Background: an optimization exercise with open tools, aiming at small area and a short achievable clock period. Do not read the settings as production practice. No run shown here included a check of the RTL's function; only the layout flow was run. No activity file was given, so power comes from the tool's default toggle rates.

`flow/flow/run.sh`:
```
#!/bin/bash
# The standard layout, with the port buffers made from the smallest buffer cell.
bash standard.sh 'BUFFER_PORTS_ARGS=-buffer_cell sky130_fd_sc_hd__buf_1' finish > standard.log 2>&1
```
`flow/standard.sh`:
```
#!/bin/bash
# synth_recipe.tcl (not shown) runs the flow's synth.tcl, then flattens the netlist and writes it again
# the make line also repeats each setting of config.mk as NAME=value (left out here)
make -C /OpenROAD-flow-scripts/flow DESIGN_CONFIG=/design/flow/config.mk WORK_HOME=/design/flow/orfs CLKGATE_MAP_FILE= SYNTH_SCRIPT=/design/flow/synth_recipe.tcl "${@:-finish}"
```
`flow/config.mk`:
```
export PLATFORM = sky130hd
export DESIGN_NAME = FP16_mcl
export DESIGN_NICKNAME = FP16_mcl
export VERILOG_FILES = /design/flow/design.v
export SDC_FILE = /design/flow/constraint.sdc
export NUM_CORES = 4
export LEC_CHECK = 0
export ABC_AREA = 1
export CAP_MARGIN = 20
export CORE_MARGIN = 2
export CORE_UTILIZATION = 60
export CTS_BUF_LIST = sky130_fd_sc_hd__clkbuf_4 sky130_fd_sc_hd__clkbuf_8
export SETUP_SLACK_MARGIN = 2.7
export SLEW_MARGIN = 20
```
`flow/constraint.sdc`:
```
create_clock -name core_clock -period 5.5 [get_ports {clk}]
set_input_delay 1.1000 -clock core_clock [delete_from_list [all_inputs] [get_ports {clk}]]
set_output_delay 1.1000 -clock core_clock [all_outputs]
set_load 0.01 [all_outputs]
```
`flow/design.v`:
```
module FP16_mcl(
    input [15:0] data1,
    input [15:0] data2,
    input rst,
    input input_valid,
    input clk,
    output reg [15:0] datanew,
    output reg output_update
    );
    wire G1;
    wire G10;
    wire G11;
    wire G12;
    wire G13;
    wire G14;
    wire G15;
    wire G16;
    wire G17;
    wire G18;
    wire G19;
    wire G2;
    wire G20;
    wire G21;
    wire G22;
    wire G23;
    wire G24;
    wire G25;
    wire G26;
    wire G27;
    wire G28;
    wire G29;
    wire G3;
    wire G30;
    wire G31;
    wire G32;
    wire G33;
    wire G34;
    wire G35;
    wire G36;
    wire G37;
    wire G38;
    wire G39;
    wire G4;
    wire G40;
    wire G41;
    wire G42;
    wire G43;
    wire G5;
    wire G6;
    wire G7;
    wire G8;
    wire G9;
    wire P1;
    wire P10;
    wire P11;
    wire P12;
    wire P13;
    wire P14;
    wire P15;
    wire P16;
    wire P17;
    wire P18;
    wire P19;
    wire P2;
    wire P20;
    wire P21;
    wire P22;
    wire P23;
    wire P24;
    wire P25;
    wire P26;
    wire P3;
    wire P4;
    wire P5;
    wire P6;
    wire P7;
    wire P8;
    wire P9;
    wire all_k0;
    wire all_k1;
    wire any_k0;
    wire any_k1;
    wire bm5_0;
    wire bm5_1;
    wire bm5_10;
    wire bm5_11;
    wire bm5_2;
    wire bm5_3;
    wire bm5_4;
    wire bm5_5;
    wire bm5_6;
    wire bm5_7;
    wire bm5_8;
    wire bm5_9;
    wire bp0_0;
    wire bp0_1;
    wire bp0_10;
    wire bp0_11;
    wire bp0_2;
    wire bp0_3;
    wire bp0_4;
    wire bp0_5;
    wire bp0_6;
    wire bp0_7;
    wire bp0_8;
    wire bp0_9;
    wire bp1_0;
    wire bp1_1;
    wire bp1_10;
    wire bp1_11;
    wire bp1_2;
    wire bp1_3;
    wire bp1_4;
    wire bp1_5;
    wire bp1_6;
    wire bp1_7;
    wire bp1_8;
    wire bp1_9;
    wire bp2_0;
    wire bp2_1;
    wire bp2_10;
    wire bp2_11;
    wire bp2_2;
    wire bp2_3;
    wire bp2_4;
    wire bp2_5;
    wire bp2_6;
    wire bp2_7;
    wire bp2_8;
    wire bp2_9;
    wire bp3_0;
    wire bp3_1;
    wire bp3_10;
    wire bp3_11;
    wire bp3_2;
    wire bp3_3;
    wire bp3_4;
    wire bp3_5;
    wire bp3_6;
    wire bp3_7;
    wire bp3_8;
    wire bp3_9;
    wire bp4_0;
    wire bp4_1;
    wire bp4_10;
    wire bp4_11;
    wire bp4_2;
    wire bp4_3;
    wire bp4_4;
    wire bp4_5;
    wire bp4_6;
    wire bp4_7;
    wire bp4_8;
    wire bp4_9;
    wire c10_k1;
    wire c12_0_k0;
    wire c12_0_k1;
    wire c12_1_k0;
    wire c12_1_k1;
    wire ex1_k0;
    wire ex1_k1;
    wire ex2_k0;
    wire ex2_k1;
    wire fc_1_10_2;
    wire fc_1_10_3;
    wire fc_1_11_4;
    wire fc_1_11_5;
    wire fc_1_12_6;
    wire fc_1_12_7;
    wire fc_1_13_8;
    wire fc_1_13_9;
    wire fc_1_14_10;
    wire fc_1_14_11;
    wire fc_1_15_12;
    wire fc_1_16_13;
    wire fc_1_8_0;
    wire fc_1_9_1;
    wire fc_2_10_18;
    wire fc_2_11_19;
    wire fc_2_12_20;
    wire fc_2_13_21;
    wire fc_2_14_22;
    wire fc_2_15_23;
    wire fc_2_16_24;
    wire fc_2_17_25;
    wire fc_2_18_26;
    wire fc_2_6_14;
    wire fc_2_7_15;
    wire fc_2_8_16;
    wire fc_2_9_17;
    wire fc_3_10_33;
    wire fc_3_11_34;
    wire fc_3_12_35;
    wire fc_3_13_36;
    wire fc_3_14_37;
    wire fc_3_15_38;
    wire fc_3_16_39;
    wire fc_3_17_40;
    wire fc_3_18_41;
    wire fc_3_19_42;
    wire fc_3_20_43;
    wire fc_3_4_27;
    wire fc_3_5_28;
    wire fc_3_6_29;
    wire fc_3_7_30;
    wire fc_3_8_31;
    wire fc_3_9_32;
    wire fs_1_10_2;
    wire fs_1_10_3;
    wire fs_1_11_4;
    wire fs_1_11_5;
    wire fs_1_12_6;
    wire fs_1_12_7;
    wire fs_1_13_8;
    wire fs_1_13_9;
    wire fs_1_14_10;
    wire fs_1_14_11;
    wire fs_1_15_12;
    wire fs_1_16_13;
    wire fs_1_8_0;
    wire fs_1_9_1;
    wire fs_2_10_18;
    wire fs_2_11_19;
    wire fs_2_12_20;
    wire fs_2_13_21;
    wire fs_2_14_22;
    wire fs_2_15_23;
    wire fs_2_16_24;
    wire fs_2_17_25;
    wire fs_2_18_26;
    wire fs_2_6_14;
    wire fs_2_7_15;
    wire fs_2_8_16;
    wire fs_2_9_17;
    wire fs_3_10_33;
    wire fs_3_11_34;
    wire fs_3_12_35;
    wire fs_3_13_36;
    wire fs_3_14_37;
    wire fs_3_15_38;
    wire fs_3_16_39;
    wire fs_3_17_40;
    wire fs_3_18_41;
    wire fs_3_19_42;
    wire fs_3_20_43;
    wire fs_3_4_27;
    wire fs_3_5_28;
    wire fs_3_6_29;
    wire fs_3_7_30;
    wire fs_3_8_31;
    wire fs_3_9_32;
    wire g0;
    wire g10;
    wire g11;
    wire g12;
    wire g13;
    wire g14;
    wire g15;
    wire g16;
    wire g17;
    wire g18;
    wire g19;
    wire g2;
    wire g20;
    wire g21;
    wire g3;
    wire g4;
    wire g5;
    wire g6;
    wire g7;
    wire g8;
    wire g9;
    wire hc_1_6_0;
    wire hc_1_7_1;
    wire hc_1_8_2;
    wire hc_1_9_3;
    wire hc_2_4_4;
    wire hc_2_5_5;
    wire hc_3_2_6;
    wire hc_3_3_7;
    wire hrc12;
    wire hrc13;
    wire hrc14;
    wire hrc15;
    wire hrc16;
    wire hrc17;
    wire hrc18;
    wire hrc19;
    wire hrc20;
    wire hrc21;
    wire hrs11;
    wire hrs12;
    wire hrs13;
    wire hrs14;
    wire hrs15;
    wire hrs16;
    wire hrs17;
    wire hrs18;
    wire hrs19;
    wire hrs20;
    wire hrs21;
    wire hs_1_6_0;
    wire hs_1_7_1;
    wire hs_1_8_2;
    wire hs_1_9_3;
    wire hs_2_4_4;
    wire hs_2_5_5;
    wire hs_3_2_6;
    wire hs_3_3_7;
    wire k1_k0;
    wire k1_k1;
    wire l10_k0;
    wire l10_k1;
    wire l9_k0;
    wire l9_k1;
    wire n_bm5_11_c21;
    wire n_bm5_2_c12;
    wire n_bm5_2_c13;
    wire n_bm5_5_c15;
    wire n_bm5_7_c17;
    wire n_bm5_9_c19;
    wire neg0;
    wire neg1;
    wire neg2;
    wire neg3;
    wire neg4;
    wire nneg0;
    wire nneg1;
    wire nneg2;
    wire nneg3;
    wire nneg4;
    wire one0;
    wire one1;
    wire one2;
    wire one3;
    wire one4;
    wire p0;
    wire p10;
    wire p11;
    wire p12;
    wire p13;
    wire p14;
    wire p15;
    wire p16;
    wire p17;
    wire p18;
    wire p19;
    wire p2;
    wire p20;
    wire p21;
    wire p3;
    wire p4;
    wire p5;
    wire p6;
    wire p7;
    wire p8;
    wire p9;
    wire pl10;
    wire pl9;
    wire q0_10;
    wire q0_11;
    wire q0_12;
    wire q0_13;
    wire q0_14;
    wire q0_15;
    wire q0_16;
    wire q0_17;
    wire q0_18;
    wire q0_19;
    wire q0_20;
    wire q0_21;
    wire q0_c12;
    wire q10_k0;
    wire q10_k1;
    wire q11_0_k0;
    wire q11_0_k1;
    wire q11_1_k0;
    wire q11_1_k1;
    wire q1_11;
    wire q1_12;
    wire q1_13;
    wire q1_14;
    wire q1_15;
    wire q1_16;
    wire q1_17;
    wire q1_18;
    wire q1_19;
    wire q1_20;
    wire q1_c12;
    wire sg0;
    wire two0;
    wire two1;
    wire two2;
    wire two3;
    wire two4;
    wire ug12;
    wire ug13;
    wire ug14;
    wire ug15;
    wire ug16;
    wire ug17;
    wire ug18;
    wire ug19;
    wire ug20;
    wire ug21;
    wire up12;
    wire up13;
    wire up14;
    wire up15;
    wire up16;
    wire up17;
    wire up18;
    wire up19;
    wire up20;
    wire up21;
    wire z9_0;
    reg one0_r1;
    reg data1_0_r1;
    reg neg0_r1;
    reg data1_1_r1;
    reg two0_r1;
    reg data1_2_r1;
    reg data1_3_r1;
    reg data1_4_r1;
    reg data1_5_r1;
    reg data1_6_r1;
    reg data1_7_r1;
    reg data1_8_r1;
    reg data1_9_r1;
    reg one1_r1;
    reg neg1_r1;
    reg two1_r1;
    reg one2_r1;
    reg neg2_r1;
    reg two2_r1;
    reg one3_r1;
    reg neg3_r1;
    reg two3_r1;
    reg one4_r1;
    reg neg4_r1;
    reg two4_r1;
    reg data2_9_r1;
    reg bp0_0_r2;
    reg neg0_r2;
    reg hs_3_2_6_r2;
    reg neg1_r2;
    reg hs_3_3_7_r2;
    reg hc_3_2_6_r2;
    reg fs_3_4_27_r2;
    reg hc_3_3_7_r2;
    reg fs_3_5_28_r2;
    reg fc_3_4_27_r2;
    reg fs_3_6_29_r2;
    reg fc_3_5_28_r2;
    reg fs_3_7_30_r2;
    reg fc_3_6_29_r2;
    reg fs_3_8_31_r2;
    reg fc_3_7_30_r2;
    reg fs_3_9_32_r2;
    reg fc_3_8_31_r2;
    reg fs_3_10_33_r2;
    reg fc_3_9_32_r2;
    reg fs_3_11_34_r2;
    reg fc_3_10_33_r2;
    reg fs_3_12_35_r2;
    reg fc_3_11_34_r2;
    reg fs_3_13_36_r2;
    reg fc_3_12_35_r2;
    reg fs_3_14_37_r2;
    reg fc_3_13_36_r2;
    reg fs_3_15_38_r2;
    reg fc_3_14_37_r2;
    reg fs_3_16_39_r2;
    reg fc_3_15_38_r2;
    reg fs_3_17_40_r2;
    reg fc_3_16_39_r2;
    reg fs_3_18_41_r2;
    reg fc_3_17_40_r2;
    reg fs_3_19_42_r2;
    reg fc_3_18_41_r2;
    reg fs_3_20_43_r2;
    reg fc_3_19_42_r2;
    reg n_bm5_11_c21_r2;
    reg fc_3_20_43_r2;
    reg bp0_1_r2;
    reg z9_0_r1;
    reg z9_0_r2;
    reg es0_5_r1;
    reg es0_5_r2;
    reg es0_4_r1;
    reg es0_4_r2;
    reg es0_3_r1;
    reg es0_3_r2;
    reg es0_2_r1;
    reg es0_2_r2;
    reg es0_1_r1;
    reg es0_1_r2;
    reg es0_0_r1;
    reg es0_0_r2;
    reg sg0_r1;
    reg sg0_r2;
    wire inf0 = (&data1[14:10]) | (&data2[14:10]);
    wire zero0 = ~(|data1[14:0]) | ~(|data2[14:0]);
    wire [5:0] esum0 = data1[14:10] + data2[14:10];
    wire [5:0] es0 = inf0 ? 6'd63 : zero0 ? 6'd0 : esum0;
    assign sg0 = data1[15] ^ data2[15];
    wire [10:0] t1, t2;
    assign t1[0] = 1'b1;
    assign t1[1] = ~(|data1[0:0]);
    assign t1[2] = ~(|data1[1:0]);
    assign t1[3] = ~(|data1[2:0]);
    assign t1[4] = ~(|data1[3:0]);
    assign t1[5] = ~(|data1[4:0]);
    assign t1[6] = ~(|data1[5:0]);
    assign t1[7] = ~(|data1[6:0]);
    assign t1[8] = ~(|data1[7:0]);
    assign t1[9] = ~(|data1[8:0]);
    assign t1[10] = ~(|data1[9:0]);
    assign t2[0] = 1'b1;
    assign t2[1] = ~(|data2[0:0]);
    assign t2[2] = ~(|data2[1:0]);
    assign t2[3] = ~(|data2[2:0]);
    assign t2[4] = ~(|data2[3:0]);
    assign t2[5] = ~(|data2[4:0]);
    assign t2[6] = ~(|data2[5:0]);
    assign t2[7] = ~(|data2[6:0]);
    assign t2[8] = ~(|data2[7:0]);
    assign t2[9] = ~(|data2[8:0]);
    assign t2[10] = ~(|data2[9:0]);
    assign z9_0 = (t1[0] & t2[9]) | (t1[1] & t2[8]) | (t1[2] & t2[7]) | (t1[3] & t2[6]) | (t1[4] & t2[5]) | (t1[5] & t2[4]) | (t1[6] & t2[3]) | (t1[7] & t2[2]) | (t1[8] & t2[1]) | (t1[9] & t2[0]);
    assign neg0 = data2[1] & ~(data2[0] & 1'b0);
    assign one0 = data2[0] ^ 1'b0;
    assign two0 = (data2[1] & ~data2[0] & ~1'b0) | (~data2[1] & data2[0] & 1'b0);
    assign bp0_0 = ((one0_r1 & data1_0_r1)) ^ neg0_r1;
    assign bp0_1 = ((one0_r1 & data1_1_r1) | (two0_r1 & data1_0_r1)) ^ neg0_r1;
    assign bp0_2 = ((one0_r1 & data1_2_r1) | (two0_r1 & data1_1_r1)) ^ neg0_r1;
    assign bp0_3 = ((one0_r1 & data1_3_r1) | (two0_r1 & data1_2_r1)) ^ neg0_r1;
    assign bp0_4 = ((one0_r1 & data1_4_r1) | (two0_r1 & data1_3_r1)) ^ neg0_r1;
    assign bp0_5 = ((one0_r1 & data1_5_r1) | (two0_r1 & data1_4_r1)) ^ neg0_r1;
    assign bp0_6 = ((one0_r1 & data1_6_r1) | (two0_r1 & data1_5_r1)) ^ neg0_r1;
    assign bp0_7 = ((one0_r1 & data1_7_r1) | (two0_r1 & data1_6_r1)) ^ neg0_r1;
    assign bp0_8 = ((one0_r1 & data1_8_r1) | (two0_r1 & data1_7_r1)) ^ neg0_r1;
    assign bp0_9 = ((one0_r1 & data1_9_r1) | (two0_r1 & data1_8_r1)) ^ neg0_r1;
    assign bp0_10 = ((one0_r1 & 1'b1) | (two0_r1 & data1_9_r1)) ^ neg0_r1;
    assign bp0_11 = ((two0_r1 & 1'b1)) ^ neg0_r1;
    assign nneg0 = ~neg0_r1;
    assign neg1 = data2[3] & ~(data2[2] & data2[1]);
    assign one1 = data2[2] ^ data2[1];
    assign two1 = (data2[3] & ~data2[2] & ~data2[1]) | (~data2[3] & data2[2] & data2[1]);
    assign bp1_0 = ((one1_r1 & data1_0_r1)) ^ neg1_r1;
    assign bp1_1 = ((one1_r1 & data1_1_r1) | (two1_r1 & data1_0_r1)) ^ neg1_r1;
    assign bp1_2 = ((one1_r1 & data1_2_r1) | (two1_r1 & data1_1_r1)) ^ neg1_r1;
    assign bp1_3 = ((one1_r1 & data1_3_r1) | (two1_r1 & data1_2_r1)) ^ neg1_r1;
    assign bp1_4 = ((one1_r1 & data1_4_r1) | (two1_r1 & data1_3_r1)) ^ neg1_r1;
    assign bp1_5 = ((one1_r1 & data1_5_r1) | (two1_r1 & data1_4_r1)) ^ neg1_r1;
    assign bp1_6 = ((one1_r1 & data1_6_r1) | (two1_r1 & data1_5_r1)) ^ neg1_r1;
    assign bp1_7 = ((one1_r1 & data1_7_r1) | (two1_r1 & data1_6_r1)) ^ neg1_r1;
    assign bp1_8 = ((one1_r1 & data1_8_r1) | (two1_r1 & data1_7_r1)) ^ neg1_r1;
    assign bp1_9 = ((one1_r1 & data1_9_r1) | (two1_r1 & data1_8_r1)) ^ neg1_r1;
    assign bp1_10 = ((one1_r1 & 1'b1) | (two1_r1 & data1_9_r1)) ^ neg1_r1;
    assign bp1_11 = ((two1_r1 & 1'b1)) ^ neg1_r1;
    assign nneg1 = ~neg1_r1;
    assign neg2 = data2[5] & ~(data2[4] & data2[3]);
    assign one2 = data2[4] ^ data2[3];
    assign two2 = (data2[5] & ~data2[4] & ~data2[3]) | (~data2[5] & data2[4] & data2[3]);
    assign bp2_0 = ((one2_r1 & data1_0_r1)) ^ neg2_r1;
    assign bp2_1 = ((one2_r1 & data1_1_r1) | (two2_r1 & data1_0_r1)) ^ neg2_r1;
    assign bp2_2 = ((one2_r1 & data1_2_r1) | (two2_r1 & data1_1_r1)) ^ neg2_r1;
    assign bp2_3 = ((one2_r1 & data1_3_r1) | (two2_r1 & data1_2_r1)) ^ neg2_r1;
    assign bp2_4 = ((one2_r1 & data1_4_r1) | (two2_r1 & data1_3_r1)) ^ neg2_r1;
    assign bp2_5 = ((one2_r1 & data1_5_r1) | (two2_r1 & data1_4_r1)) ^ neg2_r1;
    assign bp2_6 = ((one2_r1 & data1_6_r1) | (two2_r1 & data1_5_r1)) ^ neg2_r1;
    assign bp2_7 = ((one2_r1 & data1_7_r1) | (two2_r1 & data1_6_r1)) ^ neg2_r1;
    assign bp2_8 = ((one2_r1 & data1_8_r1) | (two2_r1 & data1_7_r1)) ^ neg2_r1;
    assign bp2_9 = ((one2_r1 & data1_9_r1) | (two2_r1 & data1_8_r1)) ^ neg2_r1;
    assign bp2_10 = ((one2_r1 & 1'b1) | (two2_r1 & data1_9_r1)) ^ neg2_r1;
    assign bp2_11 = ((two2_r1 & 1'b1)) ^ neg2_r1;
    assign nneg2 = ~neg2_r1;
    assign neg3 = data2[7] & ~(data2[6] & data2[5]);
    assign one3 = data2[6] ^ data2[5];
    assign two3 = (data2[7] & ~data2[6] & ~data2[5]) | (~data2[7] & data2[6] & data2[5]);
    assign bp3_0 = ((one3_r1 & data1_0_r1)) ^ neg3_r1;
    assign bp3_1 = ((one3_r1 & data1_1_r1) | (two3_r1 & data1_0_r1)) ^ neg3_r1;
    assign bp3_2 = ((one3_r1 & data1_2_r1) | (two3_r1 & data1_1_r1)) ^ neg3_r1;
    assign bp3_3 = ((one3_r1 & data1_3_r1) | (two3_r1 & data1_2_r1)) ^ neg3_r1;
    assign bp3_4 = ((one3_r1 & data1_4_r1) | (two3_r1 & data1_3_r1)) ^ neg3_r1;
    assign bp3_5 = ((one3_r1 & data1_5_r1) | (two3_r1 & data1_4_r1)) ^ neg3_r1;
    assign bp3_6 = ((one3_r1 & data1_6_r1) | (two3_r1 & data1_5_r1)) ^ neg3_r1;
    assign bp3_7 = ((one3_r1 & data1_7_r1) | (two3_r1 & data1_6_r1)) ^ neg3_r1;
    assign bp3_8 = ((one3_r1 & data1_8_r1) | (two3_r1 & data1_7_r1)) ^ neg3_r1;
    assign bp3_9 = ((one3_r1 & data1_9_r1) | (two3_r1 & data1_8_r1)) ^ neg3_r1;
    assign bp3_10 = ((one3_r1 & 1'b1) | (two3_r1 & data1_9_r1)) ^ neg3_r1;
    assign bp3_11 = ((two3_r1 & 1'b1)) ^ neg3_r1;
    assign nneg3 = ~neg3_r1;
    assign neg4 = data2[9] & ~(data2[8] & data2[7]);
    assign one4 = data2[8] ^ data2[7];
    assign two4 = (data2[9] & ~data2[8] & ~data2[7]) | (~data2[9] & data2[8] & data2[7]);
    assign bp4_0 = ((one4_r1 & data1_0_r1)) ^ neg4_r1;
    assign bp4_1 = ((one4_r1 & data1_1_r1) | (two4_r1 & data1_0_r1)) ^ neg4_r1;
    assign bp4_2 = ((one4_r1 & data1_2_r1) | (two4_r1 & data1_1_r1)) ^ neg4_r1;
    assign bp4_3 = ((one4_r1 & data1_3_r1) | (two4_r1 & data1_2_r1)) ^ neg4_r1;
    assign bp4_4 = ((one4_r1 & data1_4_r1) | (two4_r1 & data1_3_r1)) ^ neg4_r1;
    assign bp4_5 = ((one4_r1 & data1_5_r1) | (two4_r1 & data1_4_r1)) ^ neg4_r1;
    assign bp4_6 = ((one4_r1 & data1_6_r1) | (two4_r1 & data1_5_r1)) ^ neg4_r1;
    assign bp4_7 = ((one4_r1 & data1_7_r1) | (two4_r1 & data1_6_r1)) ^ neg4_r1;
    assign bp4_8 = ((one4_r1 & data1_8_r1) | (two4_r1 & data1_7_r1)) ^ neg4_r1;
    assign bp4_9 = ((one4_r1 & data1_9_r1) | (two4_r1 & data1_8_r1)) ^ neg4_r1;
    assign bp4_10 = ((one4_r1 & 1'b1) | (two4_r1 & data1_9_r1)) ^ neg4_r1;
    assign bp4_11 = ((two4_r1 & 1'b1)) ^ neg4_r1;
    assign nneg4 = ~neg4_r1;
    assign bm5_0 = data2_9_r1 ? 1'b0 : data1_0_r1;
    assign bm5_1 = data2_9_r1 ? data1_0_r1 : data1_1_r1;
    assign bm5_2 = data2_9_r1 ? data1_1_r1 : data1_2_r1;
    assign bm5_3 = data2_9_r1 ? data1_2_r1 : data1_3_r1;
    assign bm5_4 = data2_9_r1 ? data1_3_r1 : data1_4_r1;
    assign bm5_5 = data2_9_r1 ? data1_4_r1 : data1_5_r1;
    assign bm5_6 = data2_9_r1 ? data1_5_r1 : data1_6_r1;
    assign bm5_7 = data2_9_r1 ? data1_6_r1 : data1_7_r1;
    assign bm5_8 = data2_9_r1 ? data1_7_r1 : data1_8_r1;
    assign bm5_9 = data2_9_r1 ? data1_8_r1 : data1_9_r1;
    assign bm5_10 = data2_9_r1 ? data1_9_r1 : 1'b1;
    assign bm5_11 = data2_9_r1;
    assign n_bm5_2_c12 = ~bm5_2;
    assign n_bm5_2_c13 = ~bm5_2;
    assign n_bm5_5_c15 = ~bm5_5;
    assign n_bm5_7_c17 = ~bm5_7;
    assign n_bm5_9_c19 = ~bm5_9;
    assign n_bm5_11_c21 = ~bm5_11;
    assign hs_1_6_0 = bp0_6 ^ bp1_4;
    assign hc_1_6_0 = bp0_6 & bp1_4;
    assign hs_1_7_1 = bp0_7 ^ bp1_5;
    assign hc_1_7_1 = bp0_7 & bp1_5;
    assign fs_1_8_0 = bp0_8 ^ bp1_6 ^ bp2_4;
    assign fc_1_8_0 = (bp0_8 & bp1_6) | (bp0_8 & bp2_4) | (bp1_6 & bp2_4);
    assign hs_1_8_2 = bp3_2 ^ bp4_0;
    assign hc_1_8_2 = bp3_2 & bp4_0;
    assign fs_1_9_1 = bp0_9 ^ bp1_7 ^ bp2_5;
    assign fc_1_9_1 = (bp0_9 & bp1_7) | (bp0_9 & bp2_5) | (bp1_7 & bp2_5);
    assign hs_1_9_3 = bp3_3 ^ bp4_1;
    assign hc_1_9_3 = bp3_3 & bp4_1;
    assign fs_1_10_2 = bp0_10 ^ bp1_8 ^ bp2_6;
    assign fc_1_10_2 = (bp0_10 & bp1_8) | (bp0_10 & bp2_6) | (bp1_8 & bp2_6);
    assign fs_1_10_3 = bp3_4 ^ bp4_2 ^ bm5_0;
    assign fc_1_10_3 = (bp3_4 & bp4_2) | (bp3_4 & bm5_0) | (bp4_2 & bm5_0);
    assign fs_1_11_4 = bp0_11 ^ bp1_9 ^ bp2_7;
    assign fc_1_11_4 = (bp0_11 & bp1_9) | (bp0_11 & bp2_7) | (bp1_9 & bp2_7);
    assign fs_1_11_5 = bp3_5 ^ bp4_3 ^ bm5_1;
    assign fc_1_11_5 = (bp3_5 & bp4_3) | (bp3_5 & bm5_1) | (bp4_3 & bm5_1);
    assign fs_1_12_6 = nneg0 ^ bp1_10 ^ bp2_8;
    assign fc_1_12_6 = (nneg0 & bp1_10) | (nneg0 & bp2_8) | (bp1_10 & bp2_8);
    assign fs_1_12_7 = bp3_6 ^ bp4_4 ^ n_bm5_2_c12;
    assign fc_1_12_7 = (bp3_6 & bp4_4) | (bp3_6 & n_bm5_2_c12) | (bp4_4 & n_bm5_2_c12);
    assign fs_1_13_8 = bp1_11 ^ bp2_9 ^ bp3_7;
    assign fc_1_13_8 = (bp1_11 & bp2_9) | (bp1_11 & bp3_7) | (bp2_9 & bp3_7);
    assign fs_1_13_9 = bp4_5 ^ bm5_3 ^ n_bm5_2_c13;
    assign fc_1_13_9 = (bp4_5 & bm5_3) | (bp4_5 & n_bm5_2_c13) | (bm5_3 & n_bm5_2_c13);
    assign fs_1_14_10 = nneg1 ^ bp2_10 ^ bp3_8;
    assign fc_1_14_10 = (nneg1 & bp2_10) | (nneg1 & bp3_8) | (bp2_10 & bp3_8);
    assign fs_1_14_11 = bp4_6 ^ bm5_4 ^ bm5_2;
    assign fc_1_14_11 = (bp4_6 & bm5_4) | (bp4_6 & bm5_2) | (bm5_4 & bm5_2);
    assign fs_1_15_12 = bp2_11 ^ bp3_9 ^ bp4_7;
    assign fc_1_15_12 = (bp2_11 & bp3_9) | (bp2_11 & bp4_7) | (bp3_9 & bp4_7);
    assign fs_1_16_13 = nneg2 ^ bp3_10 ^ bp4_8;
    assign fc_1_16_13 = (nneg2 & bp3_10) | (nneg2 & bp4_8) | (bp3_10 & bp4_8);
    assign hs_2_4_4 = bp0_4 ^ bp1_2;
    assign hc_2_4_4 = bp0_4 & bp1_2;
    assign hs_2_5_5 = bp0_5 ^ bp1_3;
    assign hc_2_5_5 = bp0_5 & bp1_3;
    assign fs_2_6_14 = hs_1_6_0 ^ bp2_2 ^ bp3_0;
    assign fc_2_6_14 = (hs_1_6_0 & bp2_2) | (hs_1_6_0 & bp3_0) | (bp2_2 & bp3_0);
    assign fs_2_7_15 = hs_1_7_1 ^ bp2_3 ^ bp3_1;
    assign fc_2_7_15 = (hs_1_7_1 & bp2_3) | (hs_1_7_1 & bp3_1) | (bp2_3 & bp3_1);
    assign fs_2_8_16 = fs_1_8_0 ^ hs_1_8_2 ^ neg4_r1;
    assign fc_2_8_16 = (fs_1_8_0 & hs_1_8_2) | (fs_1_8_0 & neg4_r1) | (hs_1_8_2 & neg4_r1);
    assign fs_2_9_17 = fs_1_9_1 ^ hs_1_9_3 ^ fc_1_8_0;
    assign fc_2_9_17 = (fs_1_9_1 & hs_1_9_3) | (fs_1_9_1 & fc_1_8_0) | (hs_1_9_3 & fc_1_8_0);
    assign fs_2_10_18 = fs_1_10_2 ^ fs_1_10_3 ^ fc_1_9_1;
    assign fc_2_10_18 = (fs_1_10_2 & fs_1_10_3) | (fs_1_10_2 & fc_1_9_1) | (fs_1_10_3 & fc_1_9_1);
    assign fs_2_11_19 = fs_1_11_4 ^ fs_1_11_5 ^ fc_1_10_2;
    assign fc_2_11_19 = (fs_1_11_4 & fs_1_11_5) | (fs_1_11_4 & fc_1_10_2) | (fs_1_11_5 & fc_1_10_2);
    assign fs_2_12_20 = fs_1_12_6 ^ fs_1_12_7 ^ fc_1_11_4;
    assign fc_2_12_20 = (fs_1_12_6 & fs_1_12_7) | (fs_1_12_6 & fc_1_11_4) | (fs_1_12_7 & fc_1_11_4);
    assign fs_2_13_21 = fs_1_13_8 ^ fs_1_13_9 ^ fc_1_12_6;
    assign fc_2_13_21 = (fs_1_13_8 & fs_1_13_9) | (fs_1_13_8 & fc_1_12_6) | (fs_1_13_9 & fc_1_12_6);
    assign fs_2_14_22 = fs_1_14_10 ^ fs_1_14_11 ^ fc_1_13_8;
    assign fc_2_14_22 = (fs_1_14_10 & fs_1_14_11) | (fs_1_14_10 & fc_1_13_8) | (fs_1_14_11 & fc_1_13_8);
    assign fs_2_15_23 = fs_1_15_12 ^ n_bm5_5_c15 ^ fc_1_14_10;
    assign fc_2_15_23 = (fs_1_15_12 & n_bm5_5_c15) | (fs_1_15_12 & fc_1_14_10) | (n_bm5_5_c15 & fc_1_14_10);
    assign fs_2_16_24 = fs_1_16_13 ^ bm5_6 ^ bm5_5;
    assign fc_2_16_24 = (fs_1_16_13 & bm5_6) | (fs_1_16_13 & bm5_5) | (bm5_6 & bm5_5);
    assign fs_2_17_25 = bp3_11 ^ bp4_9 ^ n_bm5_7_c17;
    assign fc_2_17_25 = (bp3_11 & bp4_9) | (bp3_11 & n_bm5_7_c17) | (bp4_9 & n_bm5_7_c17);
    assign fs_2_18_26 = nneg3 ^ bp4_10 ^ bm5_8;
    assign fc_2_18_26 = (nneg3 & bp4_10) | (nneg3 & bm5_8) | (bp4_10 & bm5_8);
    assign hs_3_2_6 = bp0_2 ^ bp1_0;
    assign hc_3_2_6 = bp0_2 & bp1_0;
    assign hs_3_3_7 = bp0_3 ^ bp1_1;
    assign hc_3_3_7 = bp0_3 & bp1_1;
    assign fs_3_4_27 = hs_2_4_4 ^ bp2_0 ^ neg2_r1;
    assign fc_3_4_27 = (hs_2_4_4 & bp2_0) | (hs_2_4_4 & neg2_r1) | (bp2_0 & neg2_r1);
    assign fs_3_5_28 = hs_2_5_5 ^ bp2_1 ^ hc_2_4_4;
    assign fc_3_5_28 = (hs_2_5_5 & bp2_1) | (hs_2_5_5 & hc_2_4_4) | (bp2_1 & hc_2_4_4);
    assign fs_3_6_29 = fs_2_6_14 ^ neg3_r1 ^ hc_2_5_5;
    assign fc_3_6_29 = (fs_2_6_14 & neg3_r1) | (fs_2_6_14 & hc_2_5_5) | (neg3_r1 & hc_2_5_5);
    assign fs_3_7_30 = fs_2_7_15 ^ hc_1_6_0 ^ fc_2_6_14;
    assign fc_3_7_30 = (fs_2_7_15 & hc_1_6_0) | (fs_2_7_15 & fc_2_6_14) | (hc_1_6_0 & fc_2_6_14);
    assign fs_3_8_31 = fs_2_8_16 ^ hc_1_7_1 ^ fc_2_7_15;
    assign fc_3_8_31 = (fs_2_8_16 & hc_1_7_1) | (fs_2_8_16 & fc_2_7_15) | (hc_1_7_1 & fc_2_7_15);
    assign fs_3_9_32 = fs_2_9_17 ^ hc_1_8_2 ^ fc_2_8_16;
    assign fc_3_9_32 = (fs_2_9_17 & hc_1_8_2) | (fs_2_9_17 & fc_2_8_16) | (hc_1_8_2 & fc_2_8_16);
    assign fs_3_10_33 = fs_2_10_18 ^ hc_1_9_3 ^ fc_2_9_17;
    assign fc_3_10_33 = (fs_2_10_18 & hc_1_9_3) | (fs_2_10_18 & fc_2_9_17) | (hc_1_9_3 & fc_2_9_17);
    assign fs_3_11_34 = fs_2_11_19 ^ fc_1_10_3 ^ fc_2_10_18;
    assign fc_3_11_34 = (fs_2_11_19 & fc_1_10_3) | (fs_2_11_19 & fc_2_10_18) | (fc_1_10_3 & fc_2_10_18);
    assign fs_3_12_35 = fs_2_12_20 ^ fc_1_11_5 ^ fc_2_11_19;
    assign fc_3_12_35 = (fs_2_12_20 & fc_1_11_5) | (fs_2_12_20 & fc_2_11_19) | (fc_1_11_5 & fc_2_11_19);
    assign fs_3_13_36 = fs_2_13_21 ^ fc_1_12_7 ^ fc_2_12_20;
    assign fc_3_13_36 = (fs_2_13_21 & fc_1_12_7) | (fs_2_13_21 & fc_2_12_20) | (fc_1_12_7 & fc_2_12_20);
    assign fs_3_14_37 = fs_2_14_22 ^ fc_1_13_9 ^ fc_2_13_21;
    assign fc_3_14_37 = (fs_2_14_22 & fc_1_13_9) | (fs_2_14_22 & fc_2_13_21) | (fc_1_13_9 & fc_2_13_21);
    assign fs_3_15_38 = fs_2_15_23 ^ fc_1_14_11 ^ fc_2_14_22;
    assign fc_3_15_38 = (fs_2_15_23 & fc_1_14_11) | (fs_2_15_23 & fc_2_14_22) | (fc_1_14_11 & fc_2_14_22);
    assign fs_3_16_39 = fs_2_16_24 ^ fc_1_15_12 ^ fc_2_15_23;
    assign fc_3_16_39 = (fs_2_16_24 & fc_1_15_12) | (fs_2_16_24 & fc_2_15_23) | (fc_1_15_12 & fc_2_15_23);
    assign fs_3_17_40 = fs_2_17_25 ^ fc_1_16_13 ^ fc_2_16_24;
    assign fc_3_17_40 = (fs_2_17_25 & fc_1_16_13) | (fs_2_17_25 & fc_2_16_24) | (fc_1_16_13 & fc_2_16_24);
    assign fs_3_18_41 = fs_2_18_26 ^ bm5_7 ^ fc_2_17_25;
    assign fc_3_18_41 = (fs_2_18_26 & bm5_7) | (fs_2_18_26 & fc_2_17_25) | (bm5_7 & fc_2_17_25);
    assign fs_3_19_42 = bp4_11 ^ n_bm5_9_c19 ^ fc_2_18_26;
    assign fc_3_19_42 = (bp4_11 & n_bm5_9_c19) | (bp4_11 & fc_2_18_26) | (n_bm5_9_c19 & fc_2_18_26);
    assign fs_3_20_43 = nneg4 ^ bm5_10 ^ bm5_9;
    assign fc_3_20_43 = (nneg4 & bm5_10) | (nneg4 & bm5_9) | (bm5_10 & bm5_9);
    assign g0 = bp0_0_r2 & neg0_r2;
    assign p0 = bp0_0_r2 ^ neg0_r2;
    assign g2 = hs_3_2_6_r2 & neg1_r2;
    assign p2 = hs_3_2_6_r2 ^ neg1_r2;
    assign g3 = hs_3_3_7_r2 & hc_3_2_6_r2;
    assign p3 = hs_3_3_7_r2 ^ hc_3_2_6_r2;
    assign g4 = fs_3_4_27_r2 & hc_3_3_7_r2;
    assign p4 = fs_3_4_27_r2 ^ hc_3_3_7_r2;
    assign g5 = fs_3_5_28_r2 & fc_3_4_27_r2;
    assign p5 = fs_3_5_28_r2 ^ fc_3_4_27_r2;
    assign g6 = fs_3_6_29_r2 & fc_3_5_28_r2;
    assign p6 = fs_3_6_29_r2 ^ fc_3_5_28_r2;
    assign g7 = fs_3_7_30_r2 & fc_3_6_29_r2;
    assign p7 = fs_3_7_30_r2 ^ fc_3_6_29_r2;
    assign g8 = fs_3_8_31_r2 & fc_3_7_30_r2;
    assign p8 = fs_3_8_31_r2 ^ fc_3_7_30_r2;
    assign g9 = fs_3_9_32_r2 & fc_3_8_31_r2;
    assign p9 = fs_3_9_32_r2 ^ fc_3_8_31_r2;
    assign g10 = fs_3_10_33_r2 & fc_3_9_32_r2;
    assign p10 = fs_3_10_33_r2 ^ fc_3_9_32_r2;
    assign g11 = fs_3_11_34_r2 & fc_3_10_33_r2;
    assign p11 = fs_3_11_34_r2 ^ fc_3_10_33_r2;
    assign g12 = fs_3_12_35_r2 & fc_3_11_34_r2;
    assign p12 = fs_3_12_35_r2 ^ fc_3_11_34_r2;
    assign g13 = fs_3_13_36_r2 & fc_3_12_35_r2;
    assign p13 = fs_3_13_36_r2 ^ fc_3_12_35_r2;
    assign g14 = fs_3_14_37_r2 & fc_3_13_36_r2;
    assign p14 = fs_3_14_37_r2 ^ fc_3_13_36_r2;
    assign g15 = fs_3_15_38_r2 & fc_3_14_37_r2;
    assign p15 = fs_3_15_38_r2 ^ fc_3_14_37_r2;
    assign g16 = fs_3_16_39_r2 & fc_3_15_38_r2;
    assign p16 = fs_3_16_39_r2 ^ fc_3_15_38_r2;
    assign g17 = fs_3_17_40_r2 & fc_3_16_39_r2;
    assign p17 = fs_3_17_40_r2 ^ fc_3_16_39_r2;
    assign g18 = fs_3_18_41_r2 & fc_3_17_40_r2;
    assign p18 = fs_3_18_41_r2 ^ fc_3_17_40_r2;
    assign g19 = fs_3_19_42_r2 & fc_3_18_41_r2;
    assign p19 = fs_3_19_42_r2 ^ fc_3_18_41_r2;
    assign g20 = fs_3_20_43_r2 & fc_3_19_42_r2;
    assign p20 = fs_3_20_43_r2 ^ fc_3_19_42_r2;
    assign g21 = n_bm5_11_c21_r2 & fc_3_20_43_r2;
    assign p21 = n_bm5_11_c21_r2 ^ fc_3_20_43_r2;
    assign G1 = bp0_1_r2 & g0;
    assign P1 = bp0_1_r2 & p0;
    assign G2 = g3 | (p3 & g2);
    assign P2 = p3 & p2;
    assign G3 = g5 | (p5 & g4);
    assign P3 = p5 & p4;
    assign G4 = g7 | (p7 & g6);
    assign P4 = p7 & p6;
    assign G5 = g2 | (p2 & G1);
    assign P5 = p2 & P1;
    assign G6 = G2 | (P2 & G1);
    assign P6 = P2 & P1;
    assign G7 = g6 | (p6 & G3);
    assign P7 = p6 & P3;
    assign G8 = G4 | (P4 & G3);
    assign P8 = P4 & P3;
    assign G9 = g4 | (p4 & G6);
    assign P9 = p4 & P6;
    assign G10 = G3 | (P3 & G6);
    assign P10 = P3 & P6;
    assign G11 = G7 | (P7 & G6);
    assign P11 = P7 & P6;
    assign G12 = G8 | (P8 & G6);
    assign P12 = P8 & P6;
    assign G13 = g8 | (p8 & G12);
    assign P13 = p8 & P12;
    assign hrs11 = fs_3_11_34_r2 ^ fc_3_10_33_r2;
    assign hrc12 = fs_3_11_34_r2 & fc_3_10_33_r2;
    assign hrs12 = fs_3_12_35_r2 ^ fc_3_11_34_r2;
    assign hrc13 = fs_3_12_35_r2 & fc_3_11_34_r2;
    assign hrs13 = fs_3_13_36_r2 ^ fc_3_12_35_r2;
    assign hrc14 = fs_3_13_36_r2 & fc_3_12_35_r2;
    assign hrs14 = fs_3_14_37_r2 ^ fc_3_13_36_r2;
    assign hrc15 = fs_3_14_37_r2 & fc_3_13_36_r2;
    assign hrs15 = fs_3_15_38_r2 ^ fc_3_14_37_r2;
    assign hrc16 = fs_3_15_38_r2 & fc_3_14_37_r2;
    assign hrs16 = fs_3_16_39_r2 ^ fc_3_15_38_r2;
    assign hrc17 = fs_3_16_39_r2 & fc_3_15_38_r2;
    assign hrs17 = fs_3_17_40_r2 ^ fc_3_16_39_r2;
    assign hrc18 = fs_3_17_40_r2 & fc_3_16_39_r2;
    assign hrs18 = fs_3_18_41_r2 ^ fc_3_17_40_r2;
    assign hrc19 = fs_3_18_41_r2 & fc_3_17_40_r2;
    assign hrs19 = fs_3_19_42_r2 ^ fc_3_18_41_r2;
    assign hrc20 = fs_3_19_42_r2 & fc_3_18_41_r2;
    assign hrs20 = fs_3_20_43_r2 ^ fc_3_19_42_r2;
    assign hrc21 = fs_3_20_43_r2 & fc_3_19_42_r2;
    assign hrs21 = n_bm5_11_c21_r2 ^ fc_3_20_43_r2;
    assign ug12 = hrs12 & hrc12;
    assign up12 = hrs12 ^ hrc12;
    assign ug13 = hrs13 & hrc13;
    assign up13 = hrs13 ^ hrc13;
    assign ug14 = hrs14 & hrc14;
    assign up14 = hrs14 ^ hrc14;
    assign ug15 = hrs15 & hrc15;
    assign up15 = hrs15 ^ hrc15;
    assign ug16 = hrs16 & hrc16;
    assign up16 = hrs16 ^ hrc16;
    assign ug17 = hrs17 & hrc17;
    assign up17 = hrs17 ^ hrc17;
    assign ug18 = hrs18 & hrc18;
    assign up18 = hrs18 ^ hrc18;
    assign ug19 = hrs19 & hrc19;
    assign up19 = hrs19 ^ hrc19;
    assign ug20 = hrs20 & hrc20;
    assign up20 = hrs20 ^ hrc20;
    assign ug21 = hrs21 & hrc21;
    assign up21 = hrs21 ^ hrc21;
    assign G14 = ug13 | (up13 & ug12);
    assign P14 = up13 & up12;
    assign G15 = ug15 | (up15 & ug14);
    assign P15 = up15 & up14;
    assign G16 = ug17 | (up17 & ug16);
    assign P16 = up17 & up16;
    assign G17 = ug19 | (up19 & ug18);
    assign P17 = up19 & up18;
    assign G18 = ug14 | (up14 & G14);
    assign P18 = up14 & P14;
    assign G19 = G15 | (P15 & G14);
    assign P19 = P15 & P14;
    assign G20 = ug18 | (up18 & G16);
    assign P20 = up18 & P16;
    assign G21 = G17 | (P17 & G16);
    assign P21 = P17 & P16;
    assign G22 = ug16 | (up16 & G19);
    assign P22 = up16 & P19;
    assign G23 = G16 | (P16 & G19);
    assign P23 = P16 & P19;
    assign G24 = G20 | (P20 & G19);
    assign P24 = P20 & P19;
    assign G25 = G21 | (P21 & G19);
    assign P25 = P21 & P19;
    assign G26 = ug20 | (up20 & G25);
    assign P26 = up20 & P25;
    assign l9_k0 = p9;
    assign all_k0 = fs_3_10_33_r2 & fc_3_9_32_r2 & g9;
    assign any_k0 = fs_3_10_33_r2 | fc_3_9_32_r2 | g9;
    assign ex2_k0 = (fs_3_10_33_r2 & fc_3_9_32_r2 & ~g9) | (fs_3_10_33_r2 & ~fc_3_9_32_r2 & g9) | (~fs_3_10_33_r2 & fc_3_9_32_r2 & g9);
    assign ex1_k0 = (fs_3_10_33_r2 & ~fc_3_9_32_r2 & ~g9) | (~fs_3_10_33_r2 & fc_3_9_32_r2 & ~g9) | (~fs_3_10_33_r2 & ~fc_3_9_32_r2 & g9);
    assign l10_k0 = ex1_k0 | all_k0;
    assign c12_1_k0 = all_k0 | (hrs11 & any_k0);
    assign q11_1_k0 = hrs11 ^ (any_k0 & ~all_k0);
    assign k1_k0 = ex2_k0 | (all_k0 & ~l9_k0) | (ex1_k0 & l9_k0);
    assign c12_0_k0 = (all_k0 & l9_k0) | (k1_k0 & hrs11);
    assign q11_0_k0 = hrs11 ^ k1_k0;
    assign q10_k0 = l10_k0 ^ l9_k0;
    assign l9_k1 = ~p9;
    assign c10_k1 = fs_3_9_32_r2 | fc_3_8_31_r2;
    assign all_k1 = fs_3_10_33_r2 & fc_3_9_32_r2 & c10_k1;
    assign any_k1 = fs_3_10_33_r2 | fc_3_9_32_r2 | c10_k1;
    assign ex2_k1 = (fs_3_10_33_r2 & fc_3_9_32_r2 & ~c10_k1) | (fs_3_10_33_r2 & ~fc_3_9_32_r2 & c10_k1) | (~fs_3_10_33_r2 & fc_3_9_32_r2 & c10_k1);
    assign ex1_k1 = (fs_3_10_33_r2 & ~fc_3_9_32_r2 & ~c10_k1) | (~fs_3_10_33_r2 & fc_3_9_32_r2 & ~c10_k1) | (~fs_3_10_33_r2 & ~fc_3_9_32_r2 & c10_k1);
    assign l10_k1 = ex1_k1 | all_k1;
    assign c12_1_k1 = all_k1 | (hrs11 & any_k1);
    assign q11_1_k1 = hrs11 ^ (any_k1 & ~all_k1);
    assign k1_k1 = ex2_k1 | (all_k1 & ~l9_k1) | (ex1_k1 & l9_k1);
    assign c12_0_k1 = (all_k1 & l9_k1) | (k1_k1 & hrs11);
    assign q11_0_k1 = hrs11 ^ k1_k1;
    assign q10_k1 = l10_k1 ^ l9_k1;
    assign pl9 = G13 ? l9_k1 : l9_k0;
    assign pl10 = G13 ? l10_k1 : l10_k0;
    assign q0_10 = G13 ? q10_k1 : q10_k0;
    assign q0_c12 = G13 ? c12_0_k1 : c12_0_k0;
    assign q0_11 = G13 ? q11_0_k1 : q11_0_k0;
    assign q0_12 = up12 ^ q0_c12;
    assign G27 = ug12 | (up12 & q0_c12);
    assign q0_13 = up13 ^ G27;
    assign G28 = G14 | (P14 & q0_c12);
    assign q0_14 = up14 ^ G28;
    assign G29 = G18 | (P18 & q0_c12);
    assign q0_15 = up15 ^ G29;
    assign G30 = G19 | (P19 & q0_c12);
    assign q0_16 = up16 ^ G30;
    assign G31 = G22 | (P22 & q0_c12);
    assign q0_17 = up17 ^ G31;
    assign G32 = G23 | (P23 & q0_c12);
    assign q0_18 = up18 ^ G32;
    assign G33 = G24 | (P24 & q0_c12);
    assign q0_19 = up19 ^ G33;
    assign G34 = G25 | (P25 & q0_c12);
    assign q0_20 = up20 ^ G34;
    assign G35 = G26 | (P26 & q0_c12);
    assign q0_21 = up21 ^ G35;
    assign q1_c12 = G13 ? c12_1_k1 : c12_1_k0;
    assign q1_11 = G13 ? q11_1_k1 : q11_1_k0;
    assign q1_12 = up12 ^ q1_c12;
    assign G36 = ug12 | (up12 & q1_c12);
    assign q1_13 = up13 ^ G36;
    assign G37 = G14 | (P14 & q1_c12);
    assign q1_14 = up14 ^ G37;
    assign G38 = G18 | (P18 & q1_c12);
    assign q1_15 = up15 ^ G38;
    assign G39 = G19 | (P19 & q1_c12);
    assign q1_16 = up16 ^ G39;
    assign G40 = G22 | (P22 & q1_c12);
    assign q1_17 = up17 ^ G40;
    assign G41 = G23 | (P23 & q1_c12);
    assign q1_18 = up18 ^ G41;
    assign G42 = G24 | (P24 & q1_c12);
    assign q1_19 = up19 ^ G42;
    assign G43 = G25 | (P25 & q1_c12);
    assign q1_20 = up20 ^ G43;
    wire z9 = z9_0_r2;
    wire k = q0_21;
    wire tie0 = pl9 & z9;
    wire tie1 = pl10 & ~pl9 & z9;
    wire [9:0] frac1 = {q1_20, q1_19, q1_18, q1_17, q1_16, q1_15, q1_14, q1_13, q1_12, q1_11 & ~tie1};
    wire [9:0] frac0 = {q0_19, q0_18, q0_17, q0_16, q0_15, q0_14, q0_13, q0_12, q0_11, q0_10 & ~tie0};
    wire [5:0] esr = {es0_5_r2, es0_4_r2, es0_3_r2, es0_2_r2, es0_1_r2, es0_0_r2};
    wire sat1 = esr >= 6'd45;
    wire sat0 = esr >= 6'd46;
    wire flz1 = esr <= 6'd14;
    wire flz0 = esr <= 6'd15;
    wire [4:0] eo1 = esr[4:0] + 5'd18;
    wire [4:0] eo0 = esr[4:0] + 5'd17;
    wire sg = sg0_r2;
    wire [15:0] res1 = sat1 ? {sg, 15'h7fff} : flz1 ? 16'h0000 : {sg, eo1, frac1};
    wire [15:0] res0 = sat0 ? {sg, 15'h7fff} : flz0 ? 16'h0000 : {sg, eo0, frac0};
    wire [15:0] res = k ? res1 : res0;
    reg [1:0] vld;
    always @(posedge clk or posedge rst)
        if (rst) begin
            vld <= 2'd0;
            output_update <= 1'b0;
        end else begin
            vld <= {vld[0:0], input_valid};
            output_update <= vld[1];
        end
    always @(posedge clk) begin
        one0_r1 <= one0;
        data1_0_r1 <= data1[0];
        neg0_r1 <= neg0;
        data1_1_r1 <= data1[1];
        two0_r1 <= two0;
        data1_2_r1 <= data1[2];
        data1_3_r1 <= data1[3];
        data1_4_r1 <= data1[4];
        data1_5_r1 <= data1[5];
        data1_6_r1 <= data1[6];
        data1_7_r1 <= data1[7];
        data1_8_r1 <= data1[8];
        data1_9_r1 <= data1[9];
        one1_r1 <= one1;
        neg1_r1 <= neg1;
        two1_r1 <= two1;
        one2_r1 <= one2;
        neg2_r1 <= neg2;
        two2_r1 <= two2;
        one3_r1 <= one3;
        neg3_r1 <= neg3;
        two3_r1 <= two3;
        one4_r1 <= one4;
        neg4_r1 <= neg4;
        two4_r1 <= two4;
        data2_9_r1 <= data2[9];
        bp0_0_r2 <= bp0_0;
        neg0_r2 <= neg0_r1;
        hs_3_2_6_r2 <= hs_3_2_6;
        neg1_r2 <= neg1_r1;
        hs_3_3_7_r2 <= hs_3_3_7;
        hc_3_2_6_r2 <= hc_3_2_6;
        fs_3_4_27_r2 <= fs_3_4_27;
        hc_3_3_7_r2 <= hc_3_3_7;
        fs_3_5_28_r2 <= fs_3_5_28;
        fc_3_4_27_r2 <= fc_3_4_27;
        fs_3_6_29_r2 <= fs_3_6_29;
        fc_3_5_28_r2 <= fc_3_5_28;
        fs_3_7_30_r2 <= fs_3_7_30;
        fc_3_6_29_r2 <= fc_3_6_29;
        fs_3_8_31_r2 <= fs_3_8_31;
        fc_3_7_30_r2 <= fc_3_7_30;
        fs_3_9_32_r2 <= fs_3_9_32;
        fc_3_8_31_r2 <= fc_3_8_31;
        fs_3_10_33_r2 <= fs_3_10_33;
        fc_3_9_32_r2 <= fc_3_9_32;
        fs_3_11_34_r2 <= fs_3_11_34;
        fc_3_10_33_r2 <= fc_3_10_33;
        fs_3_12_35_r2 <= fs_3_12_35;
        fc_3_11_34_r2 <= fc_3_11_34;
        fs_3_13_36_r2 <= fs_3_13_36;
        fc_3_12_35_r2 <= fc_3_12_35;
        fs_3_14_37_r2 <= fs_3_14_37;
        fc_3_13_36_r2 <= fc_3_13_36;
        fs_3_15_38_r2 <= fs_3_15_38;
        fc_3_14_37_r2 <= fc_3_14_37;
        fs_3_16_39_r2 <= fs_3_16_39;
        fc_3_15_38_r2 <= fc_3_15_38;
        fs_3_17_40_r2 <= fs_3_17_40;
        fc_3_16_39_r2 <= fc_3_16_39;
        fs_3_18_41_r2 <= fs_3_18_41;
        fc_3_17_40_r2 <= fc_3_17_40;
        fs_3_19_42_r2 <= fs_3_19_42;
        fc_3_18_41_r2 <= fc_3_18_41;
        fs_3_20_43_r2 <= fs_3_20_43;
        fc_3_19_42_r2 <= fc_3_19_42;
        n_bm5_11_c21_r2 <= n_bm5_11_c21;
        fc_3_20_43_r2 <= fc_3_20_43;
        bp0_1_r2 <= bp0_1;
        z9_0_r1 <= z9_0;
        z9_0_r2 <= z9_0_r1;
        es0_5_r1 <= es0[5];
        es0_5_r2 <= es0_5_r1;
        es0_4_r1 <= es0[4];
        es0_4_r2 <= es0_4_r1;
        es0_3_r1 <= es0[3];
        es0_3_r2 <= es0_3_r1;
        es0_2_r1 <= es0[2];
        es0_2_r2 <= es0_2_r1;
        es0_1_r1 <= es0[1];
        es0_1_r2 <= es0_1_r1;
        es0_0_r1 <= es0[0];
        es0_0_r2 <= es0_0_r1;
        sg0_r1 <= sg0;
        sg0_r2 <= sg0_r1;
        datanew <= res;
    end
endmodule
```
==> results of run 1 <==
## logic make-up after synthesis
family,Yosys count,share of synthesized area
compound gates,124,0.1092
fa+ha+maj,98,0.2328
buf+inv,142,0.08007
flops,104,0.3107
xor+xnor,68,0.08823
simple gates,287,0.1791
## per-stage QoR
step | power, mW | cells | util | instance area, um2
global route | 4.563 | 1031 | 0.6852 | 7461
global placement | 3.502 | 999 | 0.6481 | 7057
CTS | 4.075 | 1015 | 0.6678 | 7271
detailed placement | 3.565 | 999 | 0.6481 | 7057
floorplan | 3.001 | 823 | - | 6751
finish | 4.090 | 1031 | 0.6852 | 7461
## worst max-delay path: cells and delay by family, from the launching register on
kind	cells	cell delay (ps)
DFF	1	410
xor gates and xnor gates	1	120
AOI/OAI and AO/OA	1	250
buffers and inverters	3	330
adders and majority gates	3	1580
## layer usage
layer	wire length, um	part of all wire	vias to the layer above	global-route usage
li1	-	-	2774	-
met1	6793	0.47	2506	0.3415
met2	6632	0.45	198	0.4176
met3	869	0.060	32	0.05173
met4	299	0.020	0	0.07776
met5	0	0	-	0
## cell type report
class | instances | area (um2)
multi-input combinational | 577 | 4124
fill | 926 | 3427
sequential | 104 | 2115
inverter | 126 | 525.5
timing repair buffer | 66 | 304.0
tap | 140 | 175.2
clock buffer | 9 | 123.9
clock inverter | 7 | 83.83
timing repair inverter | 2 | 10.01
## power groups by stage
stage	registers (mW)	clock network, mW	logic, mW
2_1_floorplan	1.11	0	1.89
3_3_place_gp	1.10	0	2.40
3_5_place_dp	1.10	0	2.46
4_1_cts	1.09	0.506	2.48
5_1_grt	1.12	0.543	2.90
6_report	1.09	0.495	2.51
## cells in the final DEF, fill, tap and decap left out, types with 4 or more instances in the layout
cell type   count
inv_1         107
nand3_1        45
a21oi_1        25
nand2_1       165
ha_1           52
nand2_2         6
o211ai_1        4
dfxtp_2        11
o21ai_0        31
nor3_1          4
fa_1           46
o22ai_1        45
clkinvlp_4     15
o21ai_2         6
nor2_1         50
inv_2           4
nand4_1         6
clkbuf_8        9
xor2_1         63
xnor2_1         5
buf_4          15
buf_1          51
dfxtp_1        89
## repair_timing
item / 4_1_cts / 5_1_grt
hold buffers: 0 / 0
cloned: 0 / 2
gates resized for setup: 6 / 25
setup buffers: 0 / 14
endpoints found under the setup margin: 14 / 20
## how the worst max path moves through the flow
stage                         start                    end  slack (ps)  cells past startpoint
detailed placement  neg3_r1$_DFF_P_  fs_3_10_33_r2$_DFF_P_        2500                      6
global placement    neg3_r1$_DFF_P_  fs_3_10_33_r2$_DFF_P_        2550                      6
global route        two2_r1$_DFF_P_  fs_3_13_36_r2$_DFF_P_        2660                      8
CTS                 neg4_r1$_DFF_P_  fs_3_11_34_r2$_DFF_P_        2710                      6
finish              one2_r1$_DFF_P_  fs_3_13_36_r2$_DFF_P_        2760                      8
floorplan           neg2_r1$_DFF_P_  fs_3_14_37_r2$_DFF_P_        2710                      8
==> flow_metrics.env, run 1 <==
export IMPL_outcome="no timing/DRC/antenna violations"
export IMPL_num_rows=38
export IMPL_setup_viol=0
export IMPL_power_switching_mw=1.946
export IMPL_synth_area_leaders="dfxtp_1 (30%), fa_1 (14%), ha_1 (9.6%)"
export IMPL_r2r_start="one2_r1$_DFF_P_"
export IMPL_yosys_warnings=1
export IMPL_seq_power_share=0.266
export IMPL_fin_hold_ws_ps=342.1
export IMPL_setup_tns_ps=0
export IMPL_htree_levels=3
export IMPL_largestRegisters="datanew x16, vld x2"
export IMPL_place_gp_congestion=0.9366
export IMPL_largest_register_ffs=16
export IMPL_track_usage=0.2552
export IMPL_final_nets=1019
export IMPL_preCtsSetupSlack_ps=2495
export IMPL_finalMaxSlewViolations=0
export IMPL_portBuffers=51
export IMPL_initial_core_util=0.6200
export IMPL_p_per_area_mw_per_mm2=548.3
export IMPL_vias=5510
export IMPL_synth_edf_count=0
export IMPL_synth_cells=823
export IMPL_p_leak_nw=3.650
export IMPL_die_area_mm2=0.01211
export IMPL_cts_root_buf="clkbuf_8"
export IMPL_ys_seq_elements=104
export IMPL_ios=52
export IMPL_crit_fanout=8
export IMPL_period_share=0.4977
export IMPL_skew_ps=15.09
export IMPL_clockBufferDepth=2
export IMPL_crit_type="reg2reg"
export IMPL_maxSlewHeadroom=0.5073
export IMPL_fmax_mhz=365.3
export IMPL_r2r_end="fs_3_13_36_r2$_DFF_P_"
export IMPL_regMostFlops="datanew"
export IMPL_drive_above_1_share=0.09652
export IMPL_cp_data_arrival_time_ps=3070
export IMPL_syn2layout_area_growth_pct=10.53
export IMPL_wire_per_inst_um=14.16
export IMPL_synth_flop_cell="dfxtp_1"
export IMPL_die_y_um=110.1
export IMPL_cap_viol_max_count=0
export IMPL_r2r_slack_ps=2760
export IMPL_final_hold_violation_count=0
export IMPL_cp_required_ps=5830
export IMPL_core_area_mm2=0.01089
export IMPL_netlist_area_mm2=0.006750
export IMPL_ys_types=35
export IMPL_rsz0062_at_grt="no"
export IMPL_power_clock_fraction=0.121
export IMPL_syn_num_nets=956
export IMPL_ys_seq_area_frac=0.3107
export IMPL_grt_pass1_wl_mm=23.78
export IMPL_clk_pin_slew_ps=100
export IMPL_cpMostUsedCell="fa_1"
export IMPL_power_frac_comb=0.613
export IMPL_holdCritStartpoint="es0_3_r1$_SDFF_PP1_"
export IMPL_max_stage_delay_ps=550
export IMPL_via_per_inst=5.344
export IMPL_crit_path_end_kind="register"
export IMPL_crit_path_start_kind="register"
export IMPL_drt_total_wl_mm=14.59
export IMPL_drt_iter0_drc=404
export IMPL_ant_nets=0
export IMPL_setup_ws_ps=2763
export IMPL_grt_pass1_vias=5135
export IMPL_cts_tree="done"
export IMPL_drc=0
export IMPL_grt_max_degree=21
export IMPL_yosys_top_cells_count="nand2_1 (166), inv_1 (108), dfxtp_1 (101)"
export IMPL_syn_avg_cell_area_um2=8.202
export IMPL_clk_latency_ps=390
export IMPL_reg2regPathDepth=8
export IMPL_period_needed_ps=2737
export IMPL_dp_hpwl_mm=11.50
export IMPL_switching_share=0.4757
export IMPL_dieWidth_um=110.1
export IMPL_crit_path_cell_trace="clkinvlp_4, o22ai_1, xor2_1, fa_1, inv_1, fa_1, inv_1, fa_1"
export IMPL_antenna_cells=0
export IMPL_peakVddDrop_uv=349.3
export IMPL_antenna_found_initial=0
export IMPL_drtPass1Iterations=7
export IMPL_hold_depth=0
export IMPL_synthArstFlopShare=0.02885
export IMPL_whs_endpoint="es0_3_r2$_DFF_P_"
export IMPL_cpMaxStageDelayCell="fa_1"
export IMPL_synth_most_common_cell="nand2_1"
export IMPL_p_int_mw=2.144
export IMPL_numCtsBuffers=9
export IMPL_synth_largest_area_cell="dfxtp_1"
export IMPL_hold_path_class="reg2reg"
export IMPL_clkSinkCount=104
export IMPL_grt_overflow_total=0
export IMPL_worstMarginPinSlew_ps=739.0
export IMPL_yosysTopAreaCellShare=0.2995
==> inputs of run 2 (changes only) <==
--- a/flow/config.mk
+++ b/flow/config.mk
@@ -12,3 +12,3 @@
 export CTS_BUF_LIST = sky130_fd_sc_hd__clkbuf_4 sky130_fd_sc_hd__clkbuf_8
-export SETUP_SLACK_MARGIN = 2.7
+export SETUP_SLACK_MARGIN = 2.95
 export SLEW_MARGIN = 20
==> run 2 against run 1 <==
Cell area up 3.6%. Combinational power up 6%. Maximum frequency up 2.5%. Power up 2.1%. Synthesized cell count unchanged. Synthesized area unchanged. Worst hold slack worse by 5.9 ps. Via count up 0.62%. Critical endpoint is now fs_3_8_31_r2$_DFF_P_. Largest cell class unchanged. Largest power group unchanged.
==> flow_metrics.env, run 2 <==
export IMPL_yosys_top_cells_count="nand2_1 (166), inv_1 (108), dfxtp_1 (101)"
export IMPL_yosys_warnings=1
export IMPL_synthArstFlopShare=0.02885
export IMPL_ant_nets=0
export IMPL_p_int_mw=2.177
export IMPL_dp_cells=998
export IMPL_synth_most_common_cell="nand2_1"
export IMPL_crit_path_end_kind="register"
export IMPL_syn_num_nets=956
export IMPL_rsz0062_at_grt="yes"
export IMPL_syn_avg_cell_area_um2=8.202
export IMPL_final_hold_violation_count=0
export IMPL_power_frac_comb=0.634
export IMPL_vias=5544
export IMPL_reg2regPathDepth=8
export IMPL_peakVddDrop_uv=430.0
export IMPL_setup_tns_ps=0
export IMPL_cp_data_arrival_time_ps=2930
export IMPL_multiInputGateArea_mm2=0.004358
export IMPL_switching_share=0.4787
export IMPL_skew_ps=12.64
export IMPL_power_clock_fraction=0.105
export IMPL_antenna_cells=0
export IMPL_clockBufferDepth=2
export IMPL_die_y_um=110.1
export IMPL_cap_viol_max_count=0
export IMPL_maxSlewHeadroom=0.6171
export IMPL_setup_viol=0
export IMPL_synth_flop_cell="dfxtp_1"
export IMPL_ys_seq_elements=104
export IMPL_hold_buffers=0
export IMPL_initial_core_util=0.6200
export IMPL_drt_total_wl_mm=15.17
export IMPL_clkSinkCount=104
export IMPL_yosysTopAreaCellShare=0.2995
export IMPL_drc=0
export IMPL_track_usage=0.2673
export IMPL_ys_seq_area_frac=0.3107
export IMPL_power_switching_mw=1.999
export IMPL_final_cell_mix="nand2_1 (161), inv_1 (100), dfxtp_1 (82), xor2_1 (60), buf_1 (51)"
export IMPL_largest_register_ffs=16
export IMPL_crit_type="reg2reg"
export IMPL_crit_fanout=8
export IMPL_drt_iter0_drc=428
export IMPL_clk_pin_slew_ps=100
export IMPL_clk_latency_ps=390
export IMPL_place_gp_congestion=0.9973
export IMPL_power_mw=4.176
export IMPL_htree_levels=3
export IMPL_num_rows=38
export IMPL_ios=52
export IMPL_num_fill_cells=863
export IMPL_seq_power_share=0.261
export IMPL_seq_area_mm2=0.002141
export IMPL_drive_above_1_share=0.1494
export IMPL_p_per_area_mw_per_mm2=540.4
export IMPL_crit_path_start_kind="register"
export IMPL_grt_pass1_vias=5383
export IMPL_portBuffers=51
export IMPL_ys_types=35
export IMPL_post_layout_nonfiller_instances=1030
export IMPL_p_leak_nw=3.723
export IMPL_numCtsBuffers=9
export IMPL_hold_path_class="reg2reg"
export IMPL_synth_largest_area_cell="dfxtp_1"
export IMPL_fmax_mhz=374.6
export IMPL_grt_max_degree=21
export IMPL_dieWidth_um=110.1
export IMPL_synth_cells=823
export IMPL_finalMaxSlewViolations=0
export IMPL_synth_edf_count=0
export IMPL_period_needed_ps=2670
export IMPL_wire_per_inst_um=14.73
export IMPL_regMostFlops="datanew"
export IMPL_final_nets=1018
export IMPL_dp_hpwl_mm=11.47
export IMPL_netlist_area_mm2=0.006750
export IMPL_outcome="no timing/DRC/antenna violations"
export IMPL_cp_required_ps=5770
export IMPL_syn2layout_area_growth_pct=14.46
export IMPL_largestRegisters="datanew x16, vld x2"
export IMPL_cts_root_buf="clkbuf_8"
export IMPL_die_area_mm2=0.01211
export IMPL_grt_overflow_total=0
export IMPL_final_common_cell="nand2_1"
export IMPL_utilization=0.7096
export IMPL_place_area_mm2=0.007051
export IMPL_core_area_mm2=0.01089
export IMPL_via_per_inst=5.383
export IMPL_fin_area_mm2=0.007726
export IMPL_period_share=0.4854
export IMPL_hold_depth=0
export IMPL_grt_pass1_wl_mm=24.87
export IMPL_worstMarginPinSlew_ps=568.3
export IMPL_synth_area_leaders="dfxtp_1 (30%), fa_1 (14%), ha_1 (9.6%)"
export IMPL_cts_tree="done"
export IMPL_drtPass1Iterations=7
export IMPL_antenna_found_initial=0
run 2: cell counts after synthesis:
No cell type changed its count.
run 2: repair_timing:
| action | in CTS | in global routing |
|---|---|---|
| pin swaps | 14 | 19 |
| endpoints found under the setup margin | 26 | 36 |
| gates cloned | 1 | 0 |
| resized for setup | 68 | 39 |
| buffers inserted | 10 | 5 |
| endpoints found under the hold margin | 0 | 0 |
run 2: cell type report:
class,instances,share of cell area
repair buffers,66,0.04356
clock buffers,11,0.01879
inverters,126,0.06850
multi-input cells,577,0.5640
repair inverters,1,0.0009717
clock inverters,5,0.004372
flip-flops and latches,104,0.2771
well taps,140,0.02267
run 2: power by group through the flow:
stage	Combinational [mW]	Clock (mW)	Sequential, mW
6_report	2.65	0.438	1.09
5_1_grt	3.03	0.480	1.12
4_1_cts	2.54	0.446	1.09
3_5_place_dp	2.49	0	1.10
3_3_place_gp	2.42	0	1.10
2_1_floorplan	1.90	0	1.11
run 2: path summary, 6_finish.rpt:
kind	startpoint	endpoint	slack [ps]
max	data1_4_r1$_DFF_P_	fs_3_8_31_r2$_DFF_P_	2830
min	es0_5_r1$_SDFF_PP1_	es0_5_r2$_DFF_P_	340
max reg2reg	data1_4_r1$_DFF_P_	fs_3_8_31_r2$_DFF_P_	2830
min reg2reg	es0_5_r1$_SDFF_PP1_	es0_5_r2$_DFF_P_	340
max in group asynchronous	rst	output_update$_DFF_PP0_	4850
min in group asynchronous	rst	vld[0]$_DFF_PP0_	530
run 2: per-layer routing:
metal / global-route usage / vias up / wire length, um
met5: 0 / - / 0
met4: 0.1365 / 0 / 495
met3: 0.05232 / 42 / 842
met2: 0.4255 / 193 / 6984
met1: 0.3460 / 2542 / 6848
li1: - / 2767 / -
run 2: stage by stage:
stage / hold WS [ps] / worst slack (ps)
after detailed placement: 313.5 / 2582
after floorplan: 309.6 / 2955
after global placement: 313.3 / 2649
after CTS: 336.5 / 2890
after global routing: 343.7 / 2746
final: 336.2 / 2830
run 2: cell families (layout without fill, tap and decap cells):
logic type,after synthesis,after routing,synth area share
compound gates,124,124,0.1092
xor+xnor,68,68,0.08823
fa+ha+maj,98,98,0.2328
buf+inv,142,209,0.08007
simple gates,287,287,0.1791
flops,104,104,0.3107
run 2: critical path: stages, from the launching register on:
cell,delay [ps]
dfxtp_2,360
clkinvlp_4,220
buf_4,220
o22ai_4,120
xor2_2,200
fa_1,440
inv_1,80
fa_1,440
fa_1,480

==> afterwards: timing with drivers on the ports <==
Ports are ideal in the flow. The routed layouts listed here were re-timed in OpenROAD. Step 1, drivers: a clkbuf_16 drives clk and a buf_2 each remaining input, both assumed. Step 2, shift: input delay + t, output delay - t, t = (earliest + latest rising clock arrival at the registers) / 2. This alone moves slack from input paths to output paths. a / b / c = ideal / step 1 / step 2; a / b = the first two.
run	t, ns	setup slack, ns	worst data-port slew with drivers (ns)	cell pins on the clock port's net
run 1	0.413	2.763 / 2.763 / 2.763	0.03	1
run 2	0.416	2.830 / 2.830 / 2.830	0.03	1
After both steps setup and hold are still met in every run listed.
